This design comes from an exercise in tuning for small area, a short achievable clock period and few clock cycles on the open sky130 flow, not from production work.
RTL that was checked went through simulation tests only; none was proved equivalent to the original.
Power and IR drop assume default switching activity.

==> build 46 <==
// bubble_sort
module bubble_sort(
input clk,
input rst_n,
input [63:0] data,
input en,
output logic [7:0] data_o,
output logic [63:0] data_sort_o,
output logic wr_en,
output logic last
);
==> module bubble_sort, before the edit <==
module bubble_sort(
input clk,
input rst_n,
input [63:0] data,
input en,
output logic [7:0] data_o,
output logic [63:0] data_sort_o,
output logic wr_en,
output logic last
);
function automatic logic le8(input logic [7:0] x, input logic [7:0] y);
  logic [7:0] g, e;
  logic gt;
  g = x & ~y;
  e = ~(x ^ y);
  gt = 1'b0;
  for (int i = 0; i < 8; i++) begin
    logic t;
    t = g[i];
    for (int j = i + 1; j < 8; j++) t = t & e[j];
    gt = gt | t;
  end
  le8 = ~gt;
endfunction
logic [7:0] lo [4];      
logic [7:0] hi [4];      
logic [55:0] srt;        
logic [2:0] cnt;         
logic busy;              
logic [7:0] pa [4], pb [4];
logic [3:0] ple;
always_comb
  for (int i = 0; i < 4; i++) begin
    pa[i] = data[16*i +: 8];
    pb[i] = data[16*i+8 +: 8];
    ple[i] = le8(pa[i], pb[i]);
  end
logic c [4][4];          
logic [3:0] win;
always_comb begin
  for (int i = 0; i < 4; i++)
    for (int j = 0; j < 4; j++)
      c[i][j] = le8(lo[i], lo[j]);
  for (int i = 0; i < 4; i++) begin
    win[i] = busy;
    for (int j = 0; j < 4; j++)
      if (j > i) win[i] = win[i] & c[i][j];
      else if (j < i) win[i] = win[i] & ~c[j][i];
  end
end
logic [7:0] m, rem;
always_comb begin
  m = 8'd0;
  rem = 8'hff;
  for (int i = 0; i < 4; i++) begin
    m = m | (lo[i] & {8{win[i]}});
    rem = rem & lo[i];
  end
end
always_ff @(posedge clk) begin
  for (int i = 0; i < 4; i++)
    if (en) begin
      lo[i] <= ple[i] ? pa[i] : pb[i];
      hi[i] <= ple[i] ? pb[i] : pa[i];
    end else if (win[i]) begin
      lo[i] <= hi[i];
      hi[i] <= 8'hff;
    end
  if (busy) srt <= {srt[47:0], m};
  cnt <= en ? 3'd0 : cnt + 3'd1;
end
always_ff @(posedge clk or negedge rst_n)
  if (!rst_n) begin
    wr_en <= 1'b0;
    last  <= 1'b1;
  end else begin
    wr_en <= busy;
    last  <= ~(en | (busy & (cnt != 3'd6)));
  end
assign busy = ~last;
assign data_o = srt[7:0];
assign data_sort_o = {srt, rem};
endmodule
==> flow/config.mk <==
export PLATFORM = sky130hd
export DESIGN_NAME = bubble_sort
export DESIGN_NICKNAME = bubble_sort
export VERILOG_FILES = /design/flow/design.v
export SDC_FILE = /design/flow/constraint.sdc
export NUM_CORES = 4
export LEC_CHECK = 0
export CAP_MARGIN = 20
export CORE_MARGIN = 2
export CORE_UTILIZATION = 60
export CTS_BUF_LIST = sky130_fd_sc_hd__clkbuf_8
export SETUP_SLACK_MARGIN = 2.4
export SLEW_MARGIN = 20
export TNS_END_PERCENT = 5
==> flow/constraint.sdc <==
create_clock -name core_clock -period 5.0 [get_ports {clk}]
set_input_delay 1.0000 -clock core_clock [delete_from_list [all_inputs] [get_ports {clk}]]
set_output_delay 1.0000 -clock core_clock [all_outputs]
set_load 0.01 [all_outputs]
standard.sh (not shown) runs the stock make flow with config.mk's settings and CLKGATE_MAP_FILE= SYNTH_SCRIPT=/design/flow/synth_recipe.tcl, a recipe that flattens the netlist after the stock synthesis.
==> flow/flow/run.sh <==
#!/bin/bash
set -euo pipefail
export BUFFER_PORTS_ARGS="-buffer_cell sky130_fd_sc_hd__buf_1"
bash standard.sh > flow_standard.log 2>&1
==> inputs of build 2, as changes to build 46 <==
--- a/flow/design.v
+++ b/flow/design.v
@@ -10,13 +10,13 @@
 );
 function automatic logic le8(input logic [7:0] x, input logic [7:0] y);
-  logic [7:0] g, e;
+  logic [7:0] g, l;
   logic gt;
   g = x & ~y;
-  e = ~(x ^ y);
+  l = ~x & y;
   gt = 1'b0;
   for (int i = 0; i < 8; i++) begin
     logic t;
     t = g[i];
-    for (int j = i + 1; j < 8; j++) t = t & e[j];
+    for (int j = i + 1; j < 8; j++) t = t & ~g[j] & ~l[j];
     gt = gt | t;
   end
==> flow/flow/run.sh (replaced) <==
#!/bin/bash
set -euo pipefail
export BUFFER_PORTS_ARGS="-buffer_cell sky130_fd_sc_hd__buf_1"
export CTS_ARGS="-sink_clustering_enable -repair_clock_nets -dont_use_dummy_load -buf_list sky130_fd_sc_hd__clkbuf_8"
bash standard.sh > flow_standard.log 2>&1
--- a/flow/config.mk
+++ b/flow/config.mk
@@ -6,9 +6,10 @@
 export NUM_CORES = 4
 export LEC_CHECK = 0
+export ABC_AREA = 1
 export CAP_MARGIN = 20
 export CORE_MARGIN = 2
 export CORE_UTILIZATION = 60
 export CTS_BUF_LIST = sky130_fd_sc_hd__clkbuf_8
-export SETUP_SLACK_MARGIN = 2.4
+export SETUP_SLACK_MARGIN = 2.55
 export SLEW_MARGIN = 20
-export TNS_END_PERCENT = 5
+export TNS_END_PERCENT = 10
==> inputs of trial 38, as changes to build 46 <==
--- a/flow/design.v
+++ b/flow/design.v
@@ -26,6 +26,7 @@
 logic [7:0] hi [4];      
 logic [55:0] srt;        
+logic [7:0] rem;         
 logic [2:0] cnt;         
-logic busy;              
+logic busy;
 logic [7:0] pa [4], pb [4];
 logic [3:0] ple;
@@ -49,11 +50,11 @@
   end
 end
-logic [7:0] m, rem;
+logic [7:0] m, rem_nxt;
 always_comb begin
   m = 8'd0;
-  rem = 8'hff;
+  rem_nxt = 8'hff;
   for (int i = 0; i < 4; i++) begin
     m = m | (lo[i] & {8{win[i]}});
-    rem = rem & lo[i];
+    rem_nxt = rem_nxt & hi[i] & (lo[i] | {8{win[i]}});
   end
 end
@@ -68,15 +69,17 @@
     end
   if (busy) srt <= {srt[47:0], m};
+  rem <= rem_nxt;
   cnt <= en ? 3'd0 : cnt + 3'd1;
 end
 always_ff @(posedge clk or negedge rst_n)
   if (!rst_n) begin
+    busy  <= 1'b0;
     wr_en <= 1'b0;
     last  <= 1'b1;
   end else begin
+    busy  <= en | (busy & (cnt != 3'd6));
     wr_en <= busy;
     last  <= ~(en | (busy & (cnt != 3'd6)));
   end
-assign busy = ~last;
 assign data_o = srt[7:0];
 assign data_sort_o = {srt, rem};
--- a/flow/config.mk
+++ b/flow/config.mk
@@ -8,6 +8,5 @@
 export CAP_MARGIN = 20
 export CORE_MARGIN = 2
-export CORE_UTILIZATION = 60
-export CTS_BUF_LIST = sky130_fd_sc_hd__clkbuf_8
+export CORE_UTILIZATION = 40
 export SETUP_SLACK_MARGIN = 2.4
 export SLEW_MARGIN = 20
==> summary of the runs <==
- Cell area, lowest first: build 2, trial 38, build 46.
- Trial 38 completed with no timing, DRC or antenna violations. Build 46 completed without violations. Build 2 produced a clean layout.
- The highest worst hold slack belongs to trial 38, the lowest to build 46.
- Between build 2 and trial 38, the lower clock skew is in trial 38 (gap 0.0049 ns).
- Between build 2 and trial 38, the lower clock power is in build 2 (gap 45%, measured against trial 38).
Testbench counts of build 2, summed over its fixed seeds: cycles 12,800.
Only the layout flow was run in build 46 and trial 38; the RTL was not checked for function there.

[static timing again, ports no longer ideal]
How much do the figures lean on ideal ports? The routed layouts below were timed once more, with nothing changed but the port constraints.
Step 1 assumes that a clkbuf_16 drives the clock port and a buf_2 every other input.
Step 2 adds t to the input delays and takes it off the output delays; t is the mean of the earliest and latest rising clock arrival at the registers after step 1. Input paths then give back, and output paths get back, about the clock's delay inside the block.
Slacks: ideal ports / drivers / drivers and shift; pairs: ideal ports / drivers.
run	t, ns	setup WS [ns]	worst setup path after step 2	worst register clock-pin slew, ns
build 46	0.486	2.215 / 2.231 / 1.745	input to register	0.08 / 0.08
build 2	0.469	2.512 / 2.476 / 2.102	input to register	0.07 / 0.07
trial 38	0.454	2.342 / 2.342 / 1.944	input to register	0.06 / 0.06
After both steps every run listed still meets setup and hold. The setup slack of build 46, which loses most, moves by +0.016 ns with the drivers and by -0.470 ns with both steps.
